What follows belongs to an exercise in optimizing a design on an open flow for small area, a short achievable clock period and few clock cycles per item; a production flow would make more cautious choices.
Function was checked by simulation only, so behaviour that the tests miss may differ from the original.
No activity file was given, so power comes from the tool's default toggle rates.

==> design/flow/design.v <==
module carryLA(	
	input  wire [2:0] A,
  input  wire [2:0] B,
	input  wire 			Cin,
	output wire [2:0] Cout,
	output wire [2:0] S
);
	wire   [2:0] P, G;
	assign P[0] = A[0] ^ B[0];
	assign G[0] = A[0] & B[0];
	assign P[1] = A[1] ^ B[1];
	assign G[1] = A[1] & B[1];
	assign P[2] = A[2] ^ B[2];
	assign G[2] = A[2] & B[2];
	assign Cout[0] = (Cin & P[0]) | G[0];
	assign Cout[1] = (Cin & P[0] & P[1]) | (G[0] & P[1]) | G[1];
	assign Cout[2] = (Cin & P[0] & P[1] & P[2]) | (G[0] & P[1] & P[2]) | (G[1] & P[2]) | G[2];
	assign S[0] = Cin ^ P[0];
	assign S[1] = Cout[0] ^ P[1];
	assign S[2] = Cout[1] ^ P[2];
endmodule
`timescale 1ns / 1ps
module adder_15b(
  input  wire [14:0]      A,
  input  wire [14:0]      B,
  input  wire             Cin,
  output wire [14:0]      S,
  output wire             overflow
);
  wire [14:0] C;
  carryLA CLA0 (.A(A[2:0]),   .B(B[2:0]),   .Cin(Cin),   .Cout(C[2:0]),   .S(S[2:0]));
  carryLA CLA1 (.A(A[5:3]),   .B(B[5:3]),   .Cin(C[2]),  .Cout(C[5:3]),   .S(S[5:3]));
  carryLA CLA2 (.A(A[8:6]),   .B(B[8:6]),   .Cin(C[5]),  .Cout(C[8:6]),   .S(S[8:6]));
  carryLA CLA3 (.A(A[11:9]),  .B(B[11:9]),  .Cin(C[8]),  .Cout(C[11:9]),  .S(S[11:9]));
  carryLA CLA4 (.A(A[14:12]), .B(B[14:12]), .Cin(C[11]), .Cout(C[14:12]), .S(S[14:12]));
  assign overflow = C[13] ^ C[14];
endmodule
`timescale 1ns / 1ps
module adder_7b(
  input  wire [6:0]      A,
  input  wire [6:0]      B,
  input  wire            Cin,
  output wire [6:0]      S,
  output wire            overflow
);
  wire [6:0]  C;
  wire        P, G;
  carryLA CLA5 (.A(A[2:0]), .B(B[2:0]), .Cin(Cin),  .Cout(C[2:0]), .S(S[2:0]));
  carryLA CLA6 (.A(A[5:3]), .B(B[5:3]), .Cin(C[2]), .Cout(C[5:3]), .S(S[5:3]));
  assign P = A[6] ^ B[6];
  assign S[6] = C[5] ^ P;
  assign G = A[6] & B[6];
  assign C[6] = (C[5] & P) | G;
  assign overflow = C[5] ^ C[6];
endmodule
module mux_31 (
  input  wire             sel1,
  input  wire             sel0,
  input  wire [1:0]       in10,
  input  wire [1:0]       in01,
  input  wire [1:0]       in00,
  output wire [1:0]       out
);
  assign out = sel1? in10 : (sel0? in01: in00);
endmodule
module mux_1b (
  input  wire             sel,
  input  wire             in0,
  input  wire             in1,
  output wire             out
);
  assign out = sel? in1 : in0;
endmodule
module mux_15b (
  input  wire             sel,
  input  wire [14:0]       in0,
  input  wire [14:0]       in1,
  output wire [14:0]       out
);
  assign out = sel? in1 : in0;
endmodule
module mux_accum (
  input  wire             l1,
  input  wire [14:0]      accum1,
  input  wire [6:0]       accum2,
  output reg [14:0]       out
);
  always @(*) begin
    out [14:7]        = accum1 [14:7];
    if (l1)
      out [6:0]       = accum1 [6:0];
    else 
      out [6:0]       = accum2 [6:0];
  end
endmodule
module gated_reg (
  input  wire             clk,
  input  wire             rst15,
  input  wire             rst7,
  input  wire             en,
  input  wire [14:0]      din,
  output wire [14:0]      dout
);
  reg  [14:7]             q_hi;
  reg  [6:0]              q_lo;
  always @(posedge clk) begin
    if (~rst7)
      q_hi       <= 8'b0;
    else if (en)
      q_hi       <= din[14:7];
  end
  always @(posedge clk) begin
    if (~rst7) 
      q_lo       <= 7'b0;
    else
      q_lo       <= din[6:0];
  end
  assign dout = {q_hi & {8{rst7}}, q_lo};
endmodule
module regfile(
  input  wire         rst,
  input  wire         clk,
  input  wire         wen,
  input  wire         ren,
  input  wire [6:0]   waddr,
  input  wire [6:0]   raddr,
  input  wire         wdata,
  output reg          rdata
);
  reg [83:0]          mem;
  always @(posedge clk) begin
      if(~rst) begin
          mem[83:0]   <= 84'b0;
      end else begin
        if (wen)
          mem[waddr]  <= wdata;
        if (ren)
          rdata       <= mem[raddr];
      end
  end
endmodule
`timescale 1ns / 1ps
module compute_unit_top(
  input  wire       clk,
  input  wire       rst,
  input  wire [2:0] layer,
  input  wire       g_reg_rst7,
  input  wire       rf_wen,
  input  wire       rf_ren,
  input  wire [6:0] rf_waddr,
  input  wire [6:0] rf_raddr,
  input  wire [8:0] d9,
  input  wire       w,
  output wire        bin_class
);
  wire   logic_0, logic_1;
  assign logic_0 = 1'b0;
  assign logic_1 = 1'b1;
  wire [14:0] gated_reg_q;
  wire d1;
  wire   l1, lo2,  lend;
  assign {lend, lo2, l1} = layer;
  wire [14:0] d9_ext, n_d9_ext;
  assign      d9_ext   = {6'b000000, d9};
  assign      n_d9_ext = -d9_ext;
  wire [14:0] adder15_A, adder15_B;
  assign adder15_A = gated_reg_q;
  mux_15b mux_15b (
    .sel(w),
    .in0(n_d9_ext),
    .in1(d9_ext),
    .out(adder15_B)
  );
  wire [14:0] accum1;
  wire        overflow15, overflow7;
  adder_15b adder_15b(
    .A(adder15_A),
    .B(adder15_B),
    .Cin(logic_0),
    .S(accum1),
    .overflow(overflow15)
  );
  wire   mux_31_sel1, mux_31_sel0;
  wire [1:0]  mux_31_in10, mux_31_in01, mux_31_in00;
  wire   xor_lo2_w;
  wire [6:0] adder7_A, adder7_B;
  assign xor_lo2_w   = lo2 ^ w;
  assign mux_31_sel1 = ~ xor_lo2_w & d1;
  assign mux_31_sel0 = xor_lo2_w & d1;
  assign mux_31_in10 = 2'b11;
  assign mux_31_in01 = 2'b01;
  assign mux_31_in00 = 2'b00;
  mux_31 mux_31 (
    .sel1   (mux_31_sel1),
    .sel0   (mux_31_sel0),
    .in10   (mux_31_in10),
    .in01   (mux_31_in01),
    .in00   (mux_31_in00),
    .out    (adder7_A[1:0])
  );
  assign adder7_A[6:2] = {adder7_A[1], adder7_A[1], adder7_A[1], adder7_A[1], adder7_A[1]};
  assign adder7_B = gated_reg_q[6:0];
  wire [6:0]  accum2;
  adder_7b adder_7b(
    .A(adder7_A),
    .B(adder7_B),
    .Cin(logic_0),
    .S(accum2),
    .overflow(overflow7)
  );
  wire [14:0] g_reg_in;
  mux_accum mux_accum (
    .l1(l1),
    .accum1(accum1),
    .accum2(accum2),
    .out(g_reg_in)
  );
  gated_reg g_reg (
    .clk(clk),
    .rst15(rst),
    .rst7(g_reg_rst7),
    .en(l1),
    .din(g_reg_in),
    .dout(gated_reg_q)
  );
  wire   HS_in, HS_out;
  assign HS_out = ~HS_in;
  mux_1b mux_1b (
    .sel(l1),
    .in0(gated_reg_q[6]),
    .in1(gated_reg_q[14]),
    .out(HS_in)
  );
  regfile regfile(
    .rst(rst),
    .clk(clk),
    .wen(rf_wen),
    .ren(rf_ren),
    .waddr(rf_waddr),
    .raddr(rf_raddr),
    .wdata(HS_out),
    .rdata(d1)
  ); 
  mux_1b binary_class (
    .sel(lend),
    .in0(logic_0),
    .in1(gated_reg_q[6]),
    .out(bin_class)
  );
endmodule
`timescale 1ns / 1ps
module dmem_addr_gen(
  input                  clk,
  input                  rst,
  input                  en,
  output reg  [6:0]      dmem_addr
);
  reg [2:0]     start_block;
  reg [2:0]     sub_block;
  reg [2:0]     nxt_start_block;
  reg [2:0]     nxt_sub_block;
  reg [1:0]     sub_block_counter;
  reg [3:0]     in_sub_block_counter;
  reg [1:0]     wait_bw_block;
  always @(*) begin
    dmem_addr   = (sub_block<<4) + in_sub_block_counter;
    case(sub_block)
      3'b000: nxt_sub_block   = 3'b011;
      3'b001: nxt_sub_block   = 3'b100;
      3'b010: nxt_sub_block   = 3'b101;
      3'b011: nxt_sub_block   = 3'b110;
      3'b100: nxt_sub_block   = 3'b000;
      3'b101: nxt_sub_block   = 3'b001;
      3'b110: nxt_sub_block   = 3'b010;
      default: nxt_sub_block  = 3'b000;
    endcase
    case(start_block)
      3'b000: nxt_start_block = 3'b001;
      3'b001: nxt_start_block = 3'b010;
      3'b010: nxt_start_block = 3'b011;
      3'b011: nxt_start_block = 3'b100;
      3'b100: nxt_start_block = 3'b101;
      3'b101: nxt_start_block = 3'b110;
      3'b110: nxt_start_block = 3'b000;
      default: nxt_start_block = 3'b000;
    endcase
  end
  always @(posedge clk) begin
    if(~rst) begin
      start_block           <= 0;
      sub_block             <= 0;
      sub_block_counter     <= 0;
      in_sub_block_counter  <= 0;
      wait_bw_block         <= 0;
    end else if (en) begin
      if (wait_bw_block) begin
        wait_bw_block       <= wait_bw_block + 1;
        if(wait_bw_block[0] & wait_bw_block[1]) begin
          start_block           <= nxt_start_block;
          sub_block             <= nxt_start_block;
          sub_block_counter     <= 0;
          in_sub_block_counter  <= 0;
        end
      end else begin 
        if (in_sub_block_counter == 4'b1111) begin
          if (sub_block_counter == 2'b10) begin
            wait_bw_block         <= 2;
          end else begin
            in_sub_block_counter  <= in_sub_block_counter + 1;
            sub_block_counter     <= sub_block_counter + 1;
            sub_block             <= nxt_sub_block;
          end
        end else 
          in_sub_block_counter    <= in_sub_block_counter + 1;
      end
    end
  end
endmodule
`timescale 1ns / 1ps
module rip_counter_7b(
  input             clk,
  input             rst,
  input             en,
  input [6:0]       end_count,
  output wire       fin,
  output wire [6:0] cur_count
);
  reg               fin_q;
  reg [6:0]         count_q;
  always @(posedge clk) begin
    if(~rst) begin
      count_q     <= 0;
      fin_q       <= 0;
    end else begin
      if(en) begin
        if (count_q == end_count) begin
          fin_q   <= 1;
        end else begin
          fin_q   <= 0;
          count_q <= count_q + 1;
        end
      end
    end
  end
  assign fin       = fin_q & rst;
  assign cur_count = count_q & {7{rst}};
endmodule
`timescale 1ns / 1ps
module rip_counter_7b_v2(
  input             clk,
  input             rst,
  input             en,
  input [6:0]       start_count,
  input [6:0]       end_count,
  output wire       fin,
  output wire [6:0] cur_count
);
  reg               fin_q;
  reg [6:0]         count_q;
  always @(posedge clk) begin
    if(~rst) begin
      count_q     <= start_count;
      fin_q       <= 0;
    end else begin
      if(en) begin
        if (count_q == end_count) begin
          fin_q   <= 1;
        end else begin
          fin_q   <= 0;
          count_q <= count_q + 1;
        end
      end
    end
  end
  assign fin       = fin_q & rst;
  assign cur_count = rst ? count_q : start_count;
endmodule
`timescale 1ns / 1ps
module rf_waddr_gen(
  input             clk,
  input             rst,
  input             en,
  input             tick,
  input [6:0]       end_count,
  output wire [6:0] cur_count
);
  reg               tick_d;
  reg [6:0]         count_q;
  wire              step;
  wire [6:0]        stepped;
  assign step      = tick & ~tick_d;
  assign stepped   = (en && (count_q != end_count)) ? count_q + 7'd1 : count_q;
  assign cur_count = ~rst ? 7'd0 : (step ? stepped : count_q);
  always @(posedge clk) begin
    tick_d  <= tick;
    count_q <= cur_count;
  end
endmodule
`timescale 1ns / 1ps
module rip_counter_13b(
  input                  clk,
  input                  rst,
  input                  en,
  input [12:0]           end_count,
  input [12:0]           end_sub_count,
  output reg             fin,
  output reg             fin_sub,
  output reg [12:0]      cur_count
);
  always @(posedge clk) begin
    if(~rst) begin
      cur_count   <= 0;
      fin         <= 0;
      fin_sub     <= 0;
    end else begin
      if(en) begin
        if (cur_count == end_count) begin
          fin     <= 1;
        end else if(cur_count == end_sub_count) begin
          if(~fin_sub)
            fin_sub <= 1;
          else
            fin_sub <= 0;
        end else begin
          fin       <= 0;
          fin_sub   <= 0;
          cur_count <= cur_count + 1;
        end
      end
    end
  end
endmodule
`timescale 1ns / 1ps
module rip_counter_16b(
  input                   clk,
  input                   rst,
  input                   en,
  input [15:0]            end_count,
  output reg              fin
  ,output reg  [15:0]             cur_count
);
  always @(posedge clk) begin
    if(~rst) begin
      cur_count   <= 0;
      fin         <= 0;
    end else begin
      if(en) begin
        if (cur_count == end_count) begin
          fin     <= 1;
        end else begin
          fin     <= 0;
        end
        cur_count <= cur_count + 1;
      end
    end
  end
endmodule
`timescale 1ns / 1ps
module controller(
  input  wire         clk,
  input  wire         rst,
  input  wire         start_in,
  output reg          done,
  output reg [2:0]    layer,
  output reg          cu_rst,
  output reg          g_reg_rst7,
  output reg          rf_wen,
  output reg          rf_ren,
  output wire [6:0]   rf_waddr,
  output wire [6:0]   rf_raddr,
  output wire [6:0]   dmem_addr,
  output wire [12:0]  wmem_addr
  ,output wire [15:0] cur_time_count
);
  localparam time_bw_frame      = 4997;  
  localparam time_to_1st_frame  = 9;     
  localparam addr_wmem_layer1   = 2879;  
  localparam addr_wmem_layer2   = 4319;  
  localparam addr_wmem_layer3   = 4583;  
  localparam addr_wmem_layer_o1 = 4594;  
  localparam addr_wmem_layer_o2 = 4605;  
  localparam time_layer1   = 2997;
  localparam time_layer2   = 4485;
  localparam time_layer3   = 4771;
  localparam time_layer_o1 = 4784; 
  localparam time_layer_o2 = 4797;
  localparam end_rf_waddr_layer1   = 59;
  localparam end_rf_waddr_layer2   = 83;
  localparam end_rf_waddr_layer3   = 10;
  localparam neutron_lin           = 48;
  localparam neutron_l1            = 60;
  localparam neutron_l2            = 24;
  localparam neutron_l3            = 11;
  reg                 start;
  reg                 layer1;
  reg                 layer2;
  reg                 layer3;
  reg                 layer_o1;
  reg                 layer_o2;
  reg                 layer_end;
  reg                 flag_1st_layer2;
  reg                 flag_1st_layer3;
  reg                 flag_1st_layero;
  reg                 flag_cu_rst;
  wire                rf_clk;
  reg                 rst_rf_clk;
  reg                 en_rf_clk;
  reg [6:0]           endcount_rf_clk;
  reg                 rst_rf_counter_waddr;
  reg                 en_rf_counter_waddr;
  reg  [6:0]          endcount_rf_counter_waddr;
  wire                fin_rf_counter_waddr;
  reg                 rst_rf_counter_raddr;
  reg                 en_rf_counter_raddr;
  reg  [6:0]          startcount_rf_counter_raddr;
  reg  [6:0]          endcount_rf_counter_raddr;
  wire                fin_rf_counter_raddr;
  reg                 rst_dmem_counter;
  reg                 en_dmem_counter;
  reg                 rst_wmem_counter;
  reg                 en_wmem_counter;
  wire                fin_wmem_counter;
  wire                fin_wmem_subcounter;
  reg  [12:0]         end_wmem_counter;
  wire [12:0]         wire_end_wmem_counter;
  assign              wire_end_wmem_counter = end_wmem_counter;
  reg  [12:0]         end_wmem_subcounter;
  wire [12:0]         wire_end_wmem_subcounter;
  assign              wire_end_wmem_subcounter = end_wmem_subcounter;
  reg                 rst_time_counter;
  reg                 en_time_counter;
  wire                fin_time_counter;
  reg [15:0]          wait_time;
  wire [15:0]         wire_wait_time;
  assign              wire_wait_time = wait_time;
  reg                 wait_for_1st_frame;
  always @(posedge clk) begin
    if (~rst)
      done                  <= 0;
    else
      done                  <= layer_o2 & fin_time_counter;
  end
  always @(posedge clk) begin
    if (~rst) begin
      wait_for_1st_frame    <= 1;
      rst_rf_clk            <= 0;
      rst_rf_counter_waddr  <= 0;
      rst_rf_counter_raddr  <= 0;
      rst_dmem_counter      <= 0;
      rst_wmem_counter      <= 0;
      rst_time_counter      <= 0;
      en_rf_clk             <= 0;
      en_rf_counter_waddr   <= 0;
      en_rf_counter_raddr   <= 0;
      en_dmem_counter       <= 0;
      en_wmem_counter       <= 0;
      en_time_counter       <= 0;
      wait_time             <= time_to_1st_frame;
      endcount_rf_clk           <= 0;
      endcount_rf_counter_waddr <= 0;
      endcount_rf_counter_raddr <= 0;
      startcount_rf_counter_raddr<=0;
      flag_cu_rst           <= 0;
      cu_rst                <= 0;
      g_reg_rst7            <= 0;
      {start, layer1, layer2, layer3, layer_o1, layer_o2, layer_end} <= 0;
      layer                 <= 3'b000;
      rf_wen                <= 0;
      rf_ren                <= 0;
    end else if (wait_for_1st_frame) begin
      rst_time_counter      <= 1;
      en_time_counter       <= 1;
      if (start_in) begin
        wait_for_1st_frame  <= 0;
        start               <= 1;
        rst_time_counter    <= 0;
      end
    end else if (start) begin
      rst_rf_clk            <= 1;
      rst_rf_counter_waddr  <= 1;
      rst_rf_counter_raddr  <= 1;
      rst_dmem_counter      <= 1;
      rst_wmem_counter      <= 1;
      rst_time_counter      <= 1;
      start                 <= 0;
      layer1                <= 1;
      layer                 <= 3'b001;
      en_dmem_counter       <= 1;
      en_wmem_counter       <= 1;
      end_wmem_subcounter   <= 1;
      end_wmem_counter      <= addr_wmem_layer1;
      end_wmem_subcounter   <= neutron_lin - 1;
      endcount_rf_counter_waddr   <= end_rf_waddr_layer1;
      en_time_counter       <= 1;
      wait_time             <= time_layer1;
      endcount_rf_clk       <= 49;
    end else if (layer1) begin  
      en_rf_clk             <= 1;
      en_rf_counter_waddr   <= 1;
      if (fin_time_counter) begin
        en_dmem_counter   <= 0;
        rst_dmem_counter  <= 0;
        layer1            <= 0;
        layer2            <= 1;
        layer             <= 3'b000;
        g_reg_rst7        <= 0;
        rf_wen            <= 1;
        endcount_rf_counter_waddr <= end_rf_waddr_layer2;
        endcount_rf_counter_raddr <= end_rf_waddr_layer1;
        end_wmem_counter    <= addr_wmem_layer2;
        end_wmem_subcounter <= 2939; 
        wait_time           <= time_layer2;
        rst_rf_clk        <= 0;
        endcount_rf_clk   <= 0;
        flag_1st_layer2   <= 1;
        rf_ren            <= 1;
      end else begin
        if(rf_clk) begin
          rst_rf_clk          <= 0;
          endcount_rf_clk     <= 47;  
        end else
          rst_rf_clk  <= 1;
        if(fin_wmem_subcounter) begin
          end_wmem_subcounter <= end_wmem_subcounter + neutron_lin;
          flag_cu_rst         <= 1;
          rf_wen              <= 1;
        end else if(flag_cu_rst) begin
          flag_cu_rst         <= 0;
          cu_rst              <= 0;
          g_reg_rst7          <= 0;
          rf_wen              <= 0;
        end else if (~cu_rst) begin
          cu_rst              <= 1;
          g_reg_rst7          <= 1;
        end
      end
    end else if (layer2) begin
      flag_1st_layer2     <= 0;
      en_rf_counter_raddr <= 1;
      endcount_rf_counter_waddr   <= end_rf_waddr_layer2;
      if (fin_time_counter) begin
        layer2              <= 0;
        layer3              <= 1;
        g_reg_rst7          <= 0;
        rf_wen              <= 1;
        endcount_rf_counter_raddr <= end_rf_waddr_layer2;
        end_wmem_counter    <= addr_wmem_layer3;
        end_wmem_subcounter <= 4343;  
        wait_time           <= time_layer3;
        rst_rf_clk        <= 0;
        endcount_rf_clk   <= 25;
        flag_1st_layer3   <= 1;
        startcount_rf_counter_raddr <= 60;
      end else begin
        if(rf_clk) begin
          rst_rf_clk          <= 0;
          endcount_rf_clk     <= 59;  
        end else begin
          rst_rf_clk  <= 1;
        end
        if(fin_wmem_subcounter) begin
          end_wmem_subcounter <= end_wmem_subcounter + neutron_l1;
          flag_cu_rst         <= 1;
          rf_wen              <= 1;
          rst_rf_counter_raddr<= 0;
        end else if(flag_cu_rst) begin
          flag_cu_rst         <= 0;
          cu_rst              <= 0;
          g_reg_rst7          <= 0;
          rf_wen              <= 0;
          rst_rf_counter_raddr<= 1;
        end else begin
          rf_wen              <= 0;
          if(~flag_1st_layer2) begin
            cu_rst              <= 1;
            g_reg_rst7          <= 1;
          end
        end
      end
    end else if (layer3) begin
      if (fin_time_counter) begin
        layer3              <= 0;
        layer_o1            <= 1;
        g_reg_rst7          <= 0;
        rf_wen              <= 1;
        en_rf_counter_waddr <= 0;
        startcount_rf_counter_raddr <= 0;
        rst_rf_counter_raddr<= 0;
        endcount_rf_counter_raddr <= end_rf_waddr_layer3;
        end_wmem_counter    <= addr_wmem_layer_o2;
        wait_time           <= time_layer_o1;
        end_wmem_subcounter <= 4594;
        flag_1st_layero   <= 1;
      end else begin
        if(rf_clk) begin
          rst_rf_clk          <= 0;
          endcount_rf_clk     <= 23;  
        end else begin 
          rst_rf_clk  <= 1;
        end
        if(fin_wmem_subcounter) begin
          end_wmem_subcounter <= end_wmem_subcounter + neutron_l2;
          flag_cu_rst         <= 1;
          rf_wen              <= 1;
          rst_rf_counter_raddr<= 0;
        end else if(flag_cu_rst) begin
          flag_cu_rst         <= 0;
          cu_rst              <= 0;
          g_reg_rst7          <= 0;
          rf_wen              <= 0;
          rst_rf_counter_raddr<= 1;
        end else begin
          if (~flag_1st_layer3) begin
            cu_rst              <= 1;
            g_reg_rst7          <= 1;
            rst_rf_counter_waddr<= 1;
          end else begin
            flag_1st_layer3     <= 0;
            rf_wen              <= 0;
            rst_rf_counter_waddr<= 0;
            endcount_rf_counter_waddr   <= end_rf_waddr_layer3;
          end
        end
      end
    end else if (layer_o1) begin
      rf_wen                <= 0;
      flag_1st_layero       <= 0;
      if (fin_time_counter) begin
        layer_o1            <= 0;
        layer_o2            <= 1;
        layer               <= 3'b010;
        wait_time           <= time_layer_o2;
        end_wmem_subcounter <= end_wmem_counter;
      end else begin
        if(~flag_1st_layero) begin
          g_reg_rst7        <= 1;
        end
        if (rf_raddr == 10) begin
          rst_rf_counter_raddr <= 0;
        end else begin
          rst_rf_counter_raddr <= 1;
        end
      end
    end else if (layer_o2) begin
      rst_rf_counter_raddr  <= 1;
      if (fin_time_counter) begin
        layer_o2            <= 0;
        layer_end           <= 1;
        rf_ren              <= 0;
        en_wmem_counter     <= 0;
        layer               <= 3'b100;
        wait_time           <= time_bw_frame;
      end
    end else if (layer_end) begin
        if (start_in) begin
          layer             <= 3'b000;
          start             <= 1;
          layer_end         <= 0;
          g_reg_rst7        <= 0;
          cu_rst            <= 0;
          rst_dmem_counter  <= 0;
          rst_wmem_counter  <= 0;
          rst_time_counter  <= 0;
          rst_rf_counter_raddr  <= 0;
          rst_rf_counter_waddr  <= 0;
          en_rf_counter_raddr   <= 0;
        end
    end
  end
  rip_counter_7b rf_clock(
    .clk(clk),
    .rst(rst_rf_clk),
    .en(en_rf_clk),
    .end_count(endcount_rf_clk),
    .fin(rf_clk),
    .cur_count()
  );
  rf_waddr_gen rf_waddr_gen(
    .clk(clk),
    .rst(rst_rf_counter_waddr),
    .en(en_rf_counter_waddr),
    .tick(rf_clk),
    .end_count(endcount_rf_counter_waddr),
    .cur_count(rf_waddr)
  );
  rip_counter_7b_v2 rf_raddr_gen(
    .clk(clk),
    .rst(rst_rf_counter_raddr),
    .en(en_rf_counter_raddr),
    .start_count(startcount_rf_counter_raddr),
    .end_count(endcount_rf_counter_raddr),
    .fin(),
    .cur_count(rf_raddr)
  );
  dmem_addr_gen dmem_addr_gen(
    .clk(clk),
    .rst(rst_dmem_counter),
    .en(en_dmem_counter),
    .dmem_addr(dmem_addr)
  );
  rip_counter_13b wmem_addr_gen(
    .clk(clk),
    .rst(rst_wmem_counter),
    .en(en_wmem_counter),
    .end_count(wire_end_wmem_counter),
    .end_sub_count(wire_end_wmem_subcounter),
    .fin(fin_wmem_counter),
    .fin_sub(fin_wmem_subcounter),
    .cur_count(wmem_addr)
  );
  rip_counter_16b global_time_counter (
    .clk(clk),
    .rst(rst_time_counter),
    .en(en_time_counter),
    .end_count(wire_wait_time),
    .fin(fin_time_counter)
    ,.cur_count(cur_time_count)
  );
endmodule
`timescale 1ns / 1ps
module wmem(
  input  wire         clk,
  input  wire         rst,
  input  wire [12:0]  addr,
  output reg          data
);
  reg                 mem [0:4605];
  initial $readmemh("wmem.hex", mem);
  always @ (posedge clk) begin
    data    <= mem[addr];
  end
endmodule
`timescale 1ns / 1ps
module bmlp_top(
  input  wire         clk,
  input  wire         rst,
  input  wire         start,
  output wire [6:0]   dmem_addr,
  input  wire [8:0]   dmem_data,
  output wire         done,
  output wire         bin_class
);
  wire [2:0]   layer;
  wire         cu_rst, g_reg_rst7, rf_wen, rf_ren;
  wire [6:0]   rf_waddr, rf_raddr;
  wire [12:0]  wmem_addr;
  wire [15:0]  cur_time_count;
  wire         wmem_data;
  controller controller1(
    .clk(clk),
    .rst(rst),
    .start_in(start),
    .done(done),
    .layer(layer),
    .cu_rst(cu_rst),
    .g_reg_rst7(g_reg_rst7),
    .rf_wen(rf_wen),
    .rf_ren(rf_ren),
    .rf_waddr(rf_waddr),
    .rf_raddr(rf_raddr),
    .dmem_addr(dmem_addr),
    .wmem_addr(wmem_addr),
    .cur_time_count(cur_time_count)
  );
  compute_unit_top computing_unit_top1 (
    .clk(clk),
    .rst(rst),
    .layer(layer),
    .g_reg_rst7(g_reg_rst7),
    .rf_wen(rf_wen),
    .rf_ren(rf_ren),
    .rf_waddr(rf_waddr),
    .rf_raddr(rf_raddr),
    .d9(dmem_data),
    .w(wmem_data),
    .bin_class(bin_class)
  );
  wmem wmem1(
    .clk(clk),
    .rst(rst),
    .addr(wmem_addr),
    .data(wmem_data)
  );
endmodule
==> design/flow/wmem.hex <==
0
0
0
1
0
0
0
0
0
0
0
1
1
0
1
1
1
0
0
1
1
0
0
1
0
1
0
0
0
1
1
0
1
1
1
0
1
0
0
0
0
0
1
1
1
1
1
1
1
0
0
1
1
0
1
0
1
0
0
0
0
0
0
1
1
1
1
1
1
1
0
0
1
0
1
1
1
0
1
1
1
0
0
0
1
0
0
0
0
0
0
0
1
1
0
0
0
0
1
1
0
1
1
1
0
1
0
0
1
1
0
0
0
1
0
1
1
0
0
0
0
0
1
1
0
1
1
0
1
0
0
1
0
1
0
0
1
1
1
1
0
0
0
1
0
0
0
0
0
0
1
0
1
1
1
0
1
1
1
0
0
0
0
0
1
0
1
1
0
1
1
1
1
1
1
0
0
1
0
1
0
0
0
0
0
1
1
0
0
1
0
0
0
0
0
0
1
1
0
1
0
1
0
0
1
0
0
1
0
0
0
0
0
1
0
1
1
1
0
1
0
1
0
1
0
0
1
0
0
1
1
0
1
1
0
1
1
0
0
0
0
0
0
0
0
0
0
0
0
1
1
0
1
0
0
0
0
0
0
0
0
1
0
1
0
0
1
0
0
0
0
1
1
0
1
0
1
1
0
1
1
1
1
1
1
1
1
0
0
0
0
0
0
1
1
1
1
1
1
0
0
0
1
0
1
1
1
0
1
0
1
0
1
1
1
1
0
0
1
0
1
0
0
1
1
0
1
1
1
0
0
0
1
1
0
1
1
0
1
1
0
1
0
1
1
0
1
0
1
0
1
0
0
1
0
0
1
0
0
1
1
0
0
0
1
1
1
0
1
0
1
0
1
1
0
0
1
1
0
1
1
1
1
1
0
1
1
0
0
0
0
1
1
0
0
1
1
0
1
1
0
0
0
0
1
1
1
1
0
0
1
0
1
0
0
1
1
0
0
0
1
1
0
0
0
1
0
1
1
0
0
0
0
1
1
1
1
0
1
1
0
0
1
1
1
0
0
1
1
1
0
1
0
1
1
0
0
0
1
1
0
0
1
0
0
1
0
0
0
1
0
0
1
1
1
0
1
0
0
1
0
0
1
0
0
1
1
1
0
1
0
1
0
0
1
0
0
0
1
0
1
1
1
0
1
0
1
1
0
1
1
1
0
1
1
1
0
1
1
1
1
0
1
1
0
0
0
0
1
1
0
1
1
0
0
0
0
1
0
1
1
1
0
0
1
1
0
0
1
1
0
1
1
1
0
0
0
1
1
1
0
0
1
0
0
0
0
1
0
1
0
1
1
1
1
0
1
0
1
1
1
0
0
0
1
1
0
1
1
1
1
0
1
1
1
1
0
0
1
0
1
1
1
0
1
1
1
1
0
1
1
1
0
1
1
0
1
0
1
0
0
0
0
1
0
1
1
1
1
0
1
1
0
1
0
1
1
0
0
0
0
1
0
0
0
1
1
0
1
1
1
1
0
0
1
0
1
0
0
1
0
0
1
1
1
1
1
0
1
1
0
1
0
1
0
0
0
1
1
0
1
1
1
0
0
1
0
0
0
0
1
0
0
0
1
1
1
1
1
1
1
1
0
0
1
0
0
1
0
0
0
1
0
0
0
0
0
1
1
1
0
1
1
1
1
0
1
0
1
0
1
0
1
1
1
0
1
0
1
0
1
1
1
0
1
0
0
0
1
0
0
1
0
0
0
0
1
1
0
1
0
1
1
0
1
0
0
0
0
0
0
1
0
0
1
1
0
0
1
1
0
0
0
0
1
1
1
0
0
0
1
0
0
1
1
1
0
1
1
0
1
1
1
1
1
1
1
1
0
0
1
0
1
1
1
0
0
0
1
1
1
0
0
1
1
1
1
0
1
1
0
1
1
0
0
1
1
1
1
1
0
1
1
0
1
1
0
1
1
0
1
0
1
0
1
0
1
1
1
0
1
0
1
0
1
1
0
1
0
0
1
0
0
1
1
1
1
1
0
0
0
1
0
0
1
1
1
0
1
0
0
1
1
1
1
1
1
1
0
0
1
0
1
0
1
1
0
1
1
1
0
0
0
1
0
0
0
0
1
1
1
0
1
1
0
1
0
1
1
0
0
0
0
0
1
0
1
1
1
1
0
1
1
0
1
0
1
1
0
0
0
0
0
0
1
0
1
1
0
0
1
1
0
1
1
1
1
0
0
1
1
0
0
0
1
0
0
0
0
1
0
1
1
1
0
1
1
0
0
1
1
1
0
1
0
1
0
1
1
0
1
0
1
1
0
1
0
1
0
0
0
1
1
0
0
0
0
1
1
0
0
1
1
0
0
1
1
1
1
0
1
1
0
1
1
1
0
1
1
1
0
1
1
1
0
1
0
0
0
1
0
1
0
1
1
1
1
1
0
1
1
0
0
1
0
0
1
0
1
0
1
1
1
1
0
1
1
0
1
1
1
1
1
0
0
1
0
1
0
0
0
1
1
0
1
0
0
0
1
0
1
0
1
1
0
0
0
0
0
0
0
0
1
1
0
1
1
1
0
0
0
1
1
0
1
0
0
1
0
0
1
1
0
0
0
0
0
0
1
1
1
0
1
1
0
1
0
1
0
1
1
1
0
0
0
1
0
1
0
0
0
0
0
1
0
0
0
1
1
1
1
1
0
0
0
0
0
1
1
0
1
0
0
0
1
1
1
0
0
1
1
0
1
0
1
0
1
1
0
0
0
0
1
1
0
1
0
0
0
1
0
0
0
1
0
1
1
0
0
1
0
1
1
1
1
1
1
1
1
0
0
1
0
1
1
0
1
0
0
1
1
1
0
0
0
1
0
0
1
1
1
0
1
0
0
1
1
0
1
1
0
1
1
0
1
1
0
1
1
0
1
1
1
0
1
0
0
1
0
0
0
1
1
0
0
1
0
1
0
1
1
1
1
0
1
0
0
1
0
0
0
0
1
1
1
1
1
0
0
0
0
1
0
1
0
1
1
0
0
0
1
1
1
0
1
0
0
1
1
1
1
0
1
0
0
1
0
1
0
1
1
1
0
0
0
1
1
0
1
0
1
0
1
1
1
0
1
0
0
0
0
1
0
1
0
1
1
1
0
1
0
1
0
0
1
1
0
1
1
1
0
1
1
0
0
0
1
0
1
1
0
1
0
1
0
1
1
0
1
0
1
0
0
1
1
0
0
1
0
1
1
1
1
0
1
1
1
1
0
0
1
1
1
1
1
1
1
1
0
1
0
0
0
0
0
1
0
1
0
1
0
1
0
1
0
0
0
1
1
0
0
0
1
0
1
1
0
1
1
0
0
0
0
1
1
0
0
1
0
0
1
1
0
1
1
1
1
0
0
1
0
0
1
1
0
0
0
1
0
1
1
0
0
1
0
0
1
0
0
0
0
0
0
0
1
0
0
1
1
0
1
0
1
0
0
1
0
1
1
0
0
0
0
0
1
0
1
0
0
0
1
1
0
1
1
0
0
0
0
0
0
1
0
1
0
0
0
0
0
0
0
0
1
0
1
1
1
0
0
0
1
0
1
1
0
1
1
1
0
1
1
0
1
0
1
1
1
0
1
0
0
1
1
0
1
0
1
1
1
0
1
0
0
0
0
1
0
1
1
1
1
1
1
1
0
1
0
1
0
0
1
1
0
1
0
0
0
1
1
1
0
0
1
1
0
1
1
0
1
0
0
1
1
1
0
0
0
0
0
0
0
1
1
1
1
1
1
1
1
0
1
1
1
0
1
0
1
0
1
0
0
1
1
1
1
1
1
1
1
0
1
1
1
0
0
1
1
1
0
1
1
1
0
1
0
0
1
1
1
1
0
0
0
0
1
0
1
0
0
0
1
0
1
0
1
0
0
1
0
1
0
0
0
0
1
1
1
0
0
0
1
1
0
1
1
0
0
0
0
1
0
1
1
0
0
1
0
1
0
0
0
0
1
0
1
0
1
1
1
1
0
1
1
1
0
1
0
0
0
0
1
1
0
1
1
0
1
1
0
0
0
1
0
0
0
1
0
0
0
1
1
1
1
1
1
0
1
0
1
1
1
0
1
1
0
1
1
0
1
1
0
0
0
0
0
1
0
1
1
1
1
0
1
0
0
1
1
0
0
1
1
0
0
1
0
0
0
1
1
0
1
1
0
1
1
1
1
0
0
1
1
0
1
1
1
0
1
1
0
1
1
0
1
0
1
1
0
1
1
0
1
1
0
1
0
0
0
1
0
1
0
1
1
0
0
0
1
0
1
1
0
0
1
0
1
0
0
1
1
0
0
0
0
0
1
1
0
1
0
1
1
1
0
1
1
1
0
1
1
0
1
0
0
1
1
0
0
1
0
1
0
0
1
1
0
1
1
0
0
1
0
1
0
1
1
0
1
1
0
0
0
1
1
1
1
1
1
0
1
0
0
0
0
0
0
1
1
0
1
0
1
1
1
1
1
1
0
1
1
0
0
0
0
1
1
0
1
0
1
0
0
0
1
1
0
1
0
0
0
0
0
0
1
0
0
1
0
0
0
1
1
0
0
0
0
0
0
0
1
1
0
1
1
1
0
1
1
1
0
1
1
1
0
1
0
0
0
1
1
1
1
0
0
0
0
1
1
0
0
1
0
0
0
0
0
0
1
0
0
1
0
0
0
0
1
0
1
0
1
1
1
1
0
1
0
0
1
1
0
1
1
0
0
0
1
1
1
1
1
0
0
0
1
1
1
1
0
1
1
1
0
1
1
0
1
1
0
0
0
0
0
0
1
1
1
1
0
0
0
1
0
1
1
1
1
0
1
0
1
1
1
1
1
0
1
0
0
1
1
1
1
1
1
0
0
1
0
1
0
0
0
0
0
0
0
1
1
0
0
1
0
1
0
0
1
0
0
0
1
1
0
0
1
1
0
1
0
0
1
0
1
1
0
1
1
1
0
1
1
0
1
0
0
1
0
1
0
1
1
0
0
1
1
1
1
1
1
1
1
0
0
1
1
1
1
1
1
1
0
0
1
0
1
1
0
0
0
1
1
0
0
1
1
1
0
0
0
0
1
0
1
0
1
0
1
1
0
1
0
0
1
0
1
0
1
1
0
0
1
0
1
0
1
0
1
0
1
1
0
0
1
0
0
0
0
1
0
1
0
0
0
1
1
0
0
0
0
0
0
1
1
0
0
1
1
0
0
0
0
1
0
1
0
0
0
1
1
0
1
1
0
1
0
1
1
1
0
0
0
1
1
0
0
1
1
1
0
1
1
1
0
0
1
1
1
1
1
1
1
0
1
0
0
1
1
1
0
0
1
0
0
1
0
0
0
1
1
1
0
1
1
0
0
1
1
0
1
0
1
0
1
1
1
1
1
0
0
0
1
1
0
0
0
0
1
0
1
1
0
1
0
1
0
1
1
1
1
0
0
0
0
1
0
1
1
1
0
0
1
0
1
1
0
0
1
1
0
0
1
0
0
0
0
1
1
0
1
0
1
0
1
0
1
1
1
0
0
1
0
1
1
0
1
0
1
0
1
1
0
0
1
0
1
1
0
1
1
1
1
1
1
0
1
1
0
0
0
0
1
0
1
1
1
1
0
0
1
0
1
0
1
1
1
0
0
1
0
1
1
1
0
0
1
0
0
0
1
0
0
1
0
1
0
0
1
0
1
0
0
1
0
1
1
1
0
0
0
1
0
1
1
1
1
1
1
1
0
1
0
1
0
0
1
0
0
1
0
1
1
1
0
1
1
0
0
0
0
0
1
1
0
0
0
0
1
1
1
1
1
1
1
1
1
1
0
0
0
1
0
1
0
1
1
1
0
1
1
0
0
0
0
0
1
1
1
1
0
1
1
0
0
1
0
1
0
0
0
1
0
0
1
1
0
1
0
0
0
0
1
0
0
0
1
0
0
1
1
0
0
1
0
1
1
0
1
1
1
0
1
1
0
0
1
1
0
1
1
0
1
1
0
0
1
1
1
0
1
1
0
0
0
0
0
1
0
0
0
1
1
0
0
0
1
1
1
0
1
1
1
1
0
0
1
1
1
0
0
1
1
0
0
0
1
0
1
1
0
0
0
0
1
1
0
0
0
1
1
0
0
0
0
0
0
1
1
0
0
0
0
1
0
1
0
1
1
1
1
1
1
1
1
1
0
1
0
0
1
0
0
1
1
1
0
1
1
0
1
1
1
0
1
1
0
0
0
0
0
0
1
1
1
1
1
1
1
1
1
0
1
1
0
0
1
0
1
0
0
1
0
1
1
0
0
0
0
0
1
1
0
1
0
0
0
0
0
0
1
1
0
1
0
0
0
0
1
0
1
0
0
0
1
1
0
0
0
1
0
1
1
0
0
1
1
0
0
1
0
0
0
1
1
0
0
1
1
0
1
1
1
1
0
0
1
0
1
0
1
0
0
0
0
1
1
1
1
0
1
1
0
1
0
1
0
1
1
0
0
1
1
1
0
1
0
0
0
1
0
1
1
0
0
1
1
1
1
1
1
1
0
1
0
1
1
1
1
0
0
0
1
1
1
0
1
1
1
0
0
0
0
0
1
1
1
1
0
0
1
0
0
0
0
0
0
1
1
0
1
1
0
1
0
0
0
0
1
1
1
0
0
1
0
1
0
0
1
1
1
1
0
0
1
1
1
0
1
1
1
0
1
0
1
0
1
1
1
1
1
0
1
0
1
1
1
1
1
1
0
1
0
1
0
1
1
1
1
0
1
0
1
0
0
0
0
0
0
1
1
1
1
1
0
0
1
0
1
0
1
1
1
1
0
1
0
1
1
1
0
1
1
1
1
1
1
0
1
0
1
0
1
1
1
0
1
0
1
0
0
1
1
1
0
1
1
0
0
0
1
0
1
0
1
0
0
1
0
0
1
1
1
0
1
0
0
1
0
1
0
0
0
1
1
0
0
0
1
1
1
0
0
0
0
1
0
1
0
1
1
1
1
1
0
1
1
0
1
0
1
0
0
0
0
1
1
0
1
0
1
1
0
0
1
0
0
0
1
0
1
0
0
1
0
0
1
0
0
0
0
1
0
0
1
0
1
0
1
1
0
0
1
1
1
1
0
0
1
0
0
1
1
1
1
0
1
0
0
1
0
1
0
1
1
1
1
1
1
0
0
0
0
1
1
0
1
1
1
1
1
1
1
1
0
0
0
1
1
0
1
0
1
1
1
1
0
1
0
1
1
1
1
0
1
0
0
1
1
0
0
0
0
1
1
0
0
1
1
1
0
0
1
0
0
0
0
1
0
0
0
1
1
0
1
0
0
1
0
0
1
1
1
0
0
0
1
0
1
1
0
1
0
0
0
1
0
0
0
0
0
1
0
1
0
0
1
1
1
1
0
0
0
1
1
0
1
1
0
1
0
1
1
1
0
1
1
0
1
0
0
1
0
0
1
1
0
1
1
0
1
0
0
0
1
1
1
0
1
0
1
1
0
0
0
0
0
0
0
1
1
0
1
0
1
1
0
0
1
1
1
0
1
1
1
0
1
0
0
0
0
0
0
1
1
0
1
0
1
1
0
1
1
0
0
1
1
1
0
0
1
1
1
0
0
1
1
1
1
1
0
1
0
1
1
0
0
0
0
0
0
1
1
0
0
1
0
0
0
1
0
0
1
0
0
0
0
0
1
0
1
0
0
1
1
0
1
1
0
0
0
0
0
1
1
0
1
1
0
1
0
1
1
0
1
1
0
1
0
0
0
1
0
0
1
0
1
0
1
1
1
1
0
0
1
0
1
0
1
0
0
0
1
1
1
1
1
1
1
1
1
1
0
1
1
1
1
0
1
0
0
1
0
1
1
1
0
1
1
1
1
0
1
1
1
1
1
0
1
0
1
1
1
0
0
1
0
1
0
1
0
1
0
1
0
0
1
1
0
1
1
0
1
1
0
0
1
1
0
1
0
1
0
0
0
1
0
0
1
0
1
1
0
1
0
1
0
0
0
1
1
1
0
0
0
0
1
1
0
0
0
0
1
1
0
0
1
1
0
0
1
1
0
1
0
1
0
1
1
0
0
1
1
1
0
0
0
1
0
1
0
1
1
0
1
1
1
1
0
0
0
0
1
0
0
0
1
0
0
1
1
1
0
0
0
0
0
1
0
1
0
1
0
0
0
0
0
0
0
0
1
1
1
0
0
1
1
0
0
0
0
1
0
0
0
1
1
1
0
1
0
1
1
1
1
1
0
0
1
0
0
1
0
0
0
0
0
0
0
0
0
1
1
1
1
0
0
0
1
1
0
1
0
0
1
1
1
1
0
0
0
1
1
0
0
0
1
0
0
0
1
0
1
1
0
0
0
1
0
1
1
1
1
1
1
0
0
1
1
1
1
1
0
0
1
1
0
0
1
0
0
0
1
1
1
1
0
0
0
1
1
0
1
0
1
0
0
1
0
0
1
0
1
0
1
0
0
1
0
0
1
1
1
0
0
1
0
0
1
1
1
1
1
0
0
1
0
1
0
0
1
0
0
0
0
0
1
1
0
1
0
0
1
1
0
1
0
1
1
1
0
1
1
1
1
1
0
0
1
0
1
0
0
0
1
1
0
1
0
0
1
1
1
0
1
0
1
0
0
1
1
0
0
0
1
1
0
1
1
1
0
1
0
0
0
1
0
0
1
1
1
1
1
1
1
1
0
0
1
0
1
1
0
0
1
0
0
1
0
0
1
1
1
0
0
0
1
1
0
1
1
0
1
1
0
1
1
1
1
1
1
0
0
1
1
0
1
1
0
0
0
0
0
0
1
0
0
0
1
0
1
0
0
0
1
0
1
0
0
0
1
1
0
1
1
0
1
0
1
0
0
0
1
0
0
1
1
0
1
0
0
1
0
1
1
0
1
0
0
1
0
1
1
1
0
1
1
1
1
1
1
1
0
0
1
0
0
1
0
1
1
0
0
1
1
1
0
0
1
0
1
1
0
1
1
1
1
0
1
1
0
1
1
1
1
1
0
1
0
0
1
0
0
1
1
0
1
0
0
0
0
1
0
0
1
0
1
0
1
1
0
0
1
1
1
1
0
0
1
0
1
1
1
1
0
0
0
0
1
0
1
0
0
1
0
0
0
1
1
0
0
1
0
1
0
0
1
0
1
0
0
1
0
0
1
0
0
1
1
0
0
0
0
1
1
0
0
1
0
0
1
1
1
1
1
0
1
0
0
1
1
0
1
0
1
1
0
0
0
0
1
0
0
0
0
0
1
1
1
0
1
1
0
0
1
1
0
1
0
1
1
1
0
1
0
1
1
1
1
0
1
1
0
1
1
1
0
1
0
0
1
0
1
0
1
0
1
1
1
1
1
0
0
0
0
0
0
1
0
0
0
1
1
0
0
0
0
0
1
1
1
0
0
1
1
1
1
1
1
1
0
0
0
0
0
1
1
0
0
0
0
0
0
1
1
1
0
1
1
0
1
1
0
1
1
1
1
0
0
0
1
0
0
0
0
1
1
1
1
0
1
1
1
0
1
0
1
1
1
1
0
0
0
0
1
0
1
1
0
1
1
1
0
0
0
1
0
0
0
1
1
0
0
1
0
1
1
1
0
1
1
1
0
0
0
0
1
0
1
1
0
1
1
0
1
1
1
1
0
1
0
1
1
0
0
0
0
0
1
1
1
0
1
0
0
1
1
1
0
0
1
1
0
0
0
1
0
0
0
1
0
0
0
0
1
1
0
1
0
1
0
1
0
1
1
0
1
1
1
1
1
0
0
1
0
1
1
1
0
0
1
0
0
0
1
0
1
0
0
1
1
1
0
1
1
0
1
1
1
1
0
1
0
1
1
0
0
0
0
1
1
1
0
1
0
0
1
1
0
0
0
1
1
0
1
1
1
0
1
0
0
0
0
1
1
0
0
0
0
1
1
0
0
1
0
1
0
0
0
1
0
1
0
1
1
0
0
0
0
0
0
0
0
0
0
1
0
1
0
1
0
0
1
0
1
0
1
0
1
1
0
1
1
0
0
1
1
0
1
1
1
0
1
1
1
0
0
1
0
0
1
1
0
1
0
0
1
1
0
1
1
0
0
0
0
0
0
1
0
0
0
0
1
0
1
1
1
1
0
1
0
1
0
0
1
1
0
1
0
0
1
0
1
1
0
0
1
0
0
1
1
0
1
1
1
0
0
1
0
1
1
1
1
1
0
1
1
0
0
0
0
0
0
1
1
0
0
1
1
0
1
0
1
1
1
1
1
1
1
1
1
0
0
0
1
0
1
1
0
0
0
1
1
0
1
1
0
0
1
1
1
0
0
1
0
0
0
0
0
0
1
0
1
0
0
0
1
1
1
1
0
1
1
1
1
1
0
0
0
1
0
1
0
0
1
1
0
1
1
1
0
0
1
1
1
0
0
1
0
1
1
1
1
1
1
0
0
1
1
0
0
0
0
1
0
1
1
0
1
0
==> design/flow/run.sh <==
#!/bin/bash
# synth_recipe.tcl (not shown) runs the flow's synth.tcl, then flattens the netlist and writes it again
# the make line also repeats each setting of config.mk as NAME=value (left out here)
make -C /OpenROAD-flow-scripts/flow DESIGN_CONFIG=/design/flow/config.mk WORK_HOME=/design/flow/orfs CLKGATE_MAP_FILE= SYNTH_SCRIPT=/design/flow/synth_recipe.tcl finish
==> design/flow/config.mk <==
export PLATFORM = sky130hd
export DESIGN_NAME = bmlp_top
export DESIGN_NICKNAME = bmlp_top
export VERILOG_FILES = /design/flow/design.v
export SDC_FILE = /design/flow/constraint.sdc
export NUM_CORES = 4
export LEC_CHECK = 0
export CAP_MARGIN = 20
export CORE_MARGIN = 2
export CORE_UTILIZATION = 40
export SLEW_MARGIN = 20
export SYNTH_MEMORY_MAX_BITS = 8192
==> design/flow/constraint.sdc <==
create_clock -name core_clock -period 8.0 [get_ports {clk}]
set_input_delay 1.6000 -clock core_clock [delete_from_list [all_inputs] [get_ports {clk}]]
set_output_delay 1.6000 -clock core_clock [all_outputs]
set_load 0.01 [all_outputs]
==> impl_results.md <==
- Total Power: 2.69 mW
- Die area: 54100 µm²
- GRT overflow: 0
- Crit path capture type: register
- Status: complete, no violations
- Starting Density: 40.6%
- Ports: 21
- Mapped Avg Cell Area: 7.51 µm²
- Vias per cell: 6.87
- Clock latency on the worst-skew pair: 0.58 ns
- FF+latch count, synth: 247
- Post-synthesis sequential area ratio: 25.0%
- TritonCTS clock tree: done
- Core area: 51500 µm²
- Pre-antenna DRT Iters: 7
- Num CTS Buffers: 27
- Unrepaired setup endpoints after global routing: no
- Nets: 2729
- Period minus WS final: 6.18 ns
- R2R Path Start: controller1.wmem_addr_gen.cur_count[1]
- Synth Area in Adders: 5.10%
- Crit Path Category: input pin to register
- Final setup skew: 0.0335 ns
- Overall routing resource usage: 35.5%
- Drt wl/cell: 29.5 µm
- RR Endpoint: wmem1.data
- Post-DRT Antenna Nets: 0
- Setup Fix Bufs, Post-CTS: 0
- Area grow syn2layout: 6.36%
- Cell Count, Final, Fillers Out: 3339
- # DRC: 0
- Hold Violations, Final: 0
- Max Fclk: 0.162 GHz
- Post-placement cell count: 3287
- MaxCap Viol Count: 0
- Min-Delay Path Depth: 2
- Mux share of post-synthesis cell area: 4.91%
- Worst min path class: register to register
- Largest net degree at the start of global routing: 82
- Slew margin rel.: 16.3%
- Area after DPL: 21400 µm²
- Syn nets: 2878
- Worst vdd ir: 0.167 mV
- Count of final setup violators: 0
- Reg2reg path depth: 14
- Layout cells sized above 1: 6.55%
- Synth unique cells: 101
- Largest family of logic cells by synthesized area: compound AO/OA/AOI/OAI gates
- Asr flop ratio synth: 0%
- Root Driver: clkbuf_16
- Post-Syn Area: 20900 µm²
- Synth Area in Compound Gates: 28.7%
- Via count: 22900
- Wire length of the first global-routing pass: 145000 µm
- Simple-Gate Fraction of Synth Area: 24.4%
- YS warnings: 11
- Post-synth EDFFs: 29
- Die Span Y: 233 µm
- H-tree depth: 1
- GPL Wtd Cong: 1.06
- Fillcell total: 5364
- Worst Setup Start Kind: input pin
- Reg-to-reg slack, setup: 2.47 ns
- Gate count of the mapped netlist: 2785
- I/O Buffers: 20
- Worst-margin pin slew: 1.25 ns
- Worst-path clk slew: 0.06 ns
- DRT Wirelength: 98500 µm
- Leakage: 8.11 nW
- CTS sink count: 247
- Primary FF master, synth: dfxtp_1
- Die X: 233 µm
- XOR/XNOR share of the synthesized area: 5.31%
- Detailed-placement wirelength estimate: 68200 µm
- Hold endpoint: computing_unit_top1.regfile.mem[26]
- Worst-path maximum fanout: 4
- Hold Buf Count CTS: 0
- CTS resizes: 0
- Critical Path RT: 8.45 ns
- Initial antenna violation count: 6
- DRT iter0 DRCs: 3440
- WP data arrival: 6.63 ns
- Site Rows: 83
- Setup_tns: 0 ns
- HP Start: computing_unit_top1.regfile.mem[26]
- Vias in the first global route: 21300
- PD cells: 121 nW/µm²
- Post-route cell area: 22200 µm²
- Clock Path Buffers: 3
- Final Max Slew Viols: 0
- Tcrit/Tclk final: 77.3%
==> flip-flops by register name, indices dropped and copies added (netlist names), 4 cells and up <==
register,cells
controller1.endcount_rf_clk,6
controller1.dmem_addr_gen.in_sub_block_counter,4
computing_unit_top1.regfile.mem,84
controller1.rf_clock.count_q,7
controller1.end_wmem_counter,5
controller1.global_time_counter.cur_count,16
controller1.rf_waddr_gen.count_q,7
controller1.end_wmem_subcounter,13
controller1.rf_raddr_gen.count_q,7
controller1.wmem_addr_gen.cur_count,13
controller1.endcount_rf_counter_raddr,5
controller1.endcount_rf_counter_waddr,5
controller1.wait_time,11
computing_unit_top1.g_reg.q_lo,7
computing_unit_top1.g_reg.q_hi,8
==> worst max-delay path: stages <==
cell and delay, ns:
clkdlybuf4s50_1 0.52, inv_1 0.07, ha_1 0.29, mux2_2 0.27, ha_1 0.28, ha_1 0.18, o21ai_0 0.15, nand2b_1 0.10
ha_1 0.20, o21ai_0 0.17, nand2b_1 0.11, a21o_1 0.20, ha_1 0.19, o21a_1 0.17, o21ai_0 0.21, nand2b_1 0.15
ha_1 0.22, o21a_1 0.18, o21ai_0 0.22, nand2b_1 0.15, ha_1 0.22, o21a_1 0.18, nor2_1 0.11, xnor2_1 0.12
nand2_1 0.08, xnor2_1 0.13, and2_1 0.14
==> report_power, final <==
group | switching [mW] | total, mW | internal [mW]
logic | 0.109 | 0.159 | 0.0500
clock network | 0.553 | 1.24 | 0.686
registers | 0.0261 | 1.29 | 1.27
total | 0.689 | 2.69 | 2.00
==> cell usage in the layout, fill, tap and decap left out, drive strengths merged, types with 18 or more instances in the layout <==
cell type / Yosys / routed
dfxtp: 218 / 218
nand3: 115 / 115
nor2b: 69 / 69
nor2: 200 / 200
or3: 18 / 18
a221oi: 21 / 21
xor2: 58 / 58
nand4: 28 / 28
nor3: 88 / 88
nand2: 286 / 286
clkdlybuf4s50: 0 / 19
ha: 74 / 74
o311ai: 37 / 37
nand2b: 63 / 63
edfxtp: 29 / 29
buf: 97 / 61
a21oi: 198 / 198
and2: 75 / 75
o21ai: 179 / 179
a31oi: 53 / 53
and3: 20 / 20
nor4: 26 / 26
o211ai: 54 / 54
mux2i: 88 / 88
inv: 65 / 68
a211oi: 61 / 61
a311oi: 41 / 41
clkbuf: 161 / 39
xnor2: 67 / 67
o22ai: 25 / 25
o31ai: 32 / 32
==> layout make-up <==
type / instances / area [µm²] / share of cell area [%]
timing repair buffer: 80 / 673 / 3.03
antenna: 2 / 5.00 / 0.0225
clock inverter: 11 / 87.6 / 0.394
multi-input combinational: 2210 / 14300 / 64.4
sequential: 247 / 5250 / 23.6
inverter: 70 / 268 / 1.20
tap: 680 / 851 / 3.83
clock buffer: 39 / 781 / 3.51
==> cell families after synthesis <==
group,count (synthesis)
xor gates and xnor gates,125
DFF,247
AOI/OAI and AO/OA,875
adders and majority gates,81
and+or+nand+nor,1032
buffers and inverters,328
muxes,97
==> worst max-delay path by stage <==
| stage | cells after the start | slack, ns | endpoint | start |
|---|---|---|---|---|
| global route | 27 | 1.36 | computing_unit_top1.g_reg.q_hi[14] | dmem_data[0] |
| finish | 27 | 1.82 | computing_unit_top1.g_reg.q_hi[14] | dmem_data[0] |
| detailed placement | 27 | 1.23 | computing_unit_top1.g_reg.q_hi[14] | dmem_data[0] |
| global placement | 27 | 1.22 | computing_unit_top1.g_reg.q_hi[14] | dmem_data[0] |
| floorplan | 26 | 2.17 | computing_unit_top1.g_reg.q_hi[14] | dmem_data[0] |
| CTS | 27 | 1.81 | computing_unit_top1.g_reg.q_hi[14] | dmem_data[0] |
==> per-stage QoR <==
| stage | utilization, % | hold slack, ns | worst slack [ns] |
|---|---|---|---|
| 2_1_floorplan | - | 0.406 | 2.17 |
| 3_3_place_gp | 41.5 | 0.441 | 1.22 |
| 3_5_place_dp | 41.5 | 0.453 | 1.23 |
| 4_1_cts | 43.1 | 0.462 | 1.81 |
| 5_1_grt | 43.2 | 0.472 | 1.36 |
| 6_report | 43.2 | 0.456 | 1.82 |
==> synthesized netlist by cell type, types with 12 or more instances <==
library cell,count,area [µm²]
or2_2,14,87.6
a2111oi_0,14,123
a31oi_1,52,325
nand2b_1,63,394
nor2b_1,69,432
or3_1,18,113
o22ai_1,25,156
o221ai_1,12,105
nand3_1,113,566
o21ai_0,173,866
a21oi_1,198,991
inv_1,65,244
nand2_1,285,1070
nor2_1,197,739
o311ai_0,31,272
clkbuf_1,161,604
a311oi_1,41,359
nor4_1,26,163
buf_2,69,345
a22oi_1,12,90.1
edfxtp_1,29,871
xnor2_1,65,569
a221oi_1,21,184
o21a_1,13,97.6
ha_1,74,926
mux2i_1,88,881
buf_1,17,63.8
and2_1,74,463
nand4_1,28,175
dfxtp_1,218,4360
and3_1,20,125
nor3_1,86,430
o211ai_1,52,390
xor2_1,58,508
o41ai_1,14,123
o31ai_1,31,233
a211oi_1,61,458
==> per-layer routing <==
layer | wire length [µm] | vias up | GRT usage (%)
met4 | 5380 | 4 | 15.6
met2 | 39600 | 1557 | 50.4
met3 | 12300 | 387 | 11.4
li1 | - | 9965 | -
met1 | 41200 | 11000 | 48.6
met5 | 27 | - | 0
Testbench counts, summed over its fixed seeds: cycles 614,536, items 128.

==> port drivers added, routing unchanged <==
The results above use ideal ports. As a check the final layout listed here was re-extracted and re-timed, cells and wires unchanged. Step 1 sets driving cells, clkbuf_16 on the clock port and buf_2 on the other inputs (assumed; they add their load-dependent delay and slew). Step 2 moves the port delays by t, midway between the first and last clock arrival at a register: inputs arrive t later, outputs are due t later. That takes back most of the time a late clock gives input paths. a / b / c = ideal ports / drivers / drivers and shift; a / b = the first two.
t, ns: 0.625
slack for setup (ns): 1.817 / 1.851 / 1.226
worst setup path at the end: input to register
latest minus earliest clock arrival (ns): 0.034 / 0.033
After both steps this run still meets setup and hold. The setup slack of this run moves by +0.034 ns with the drivers and by -0.591 ns with both steps.
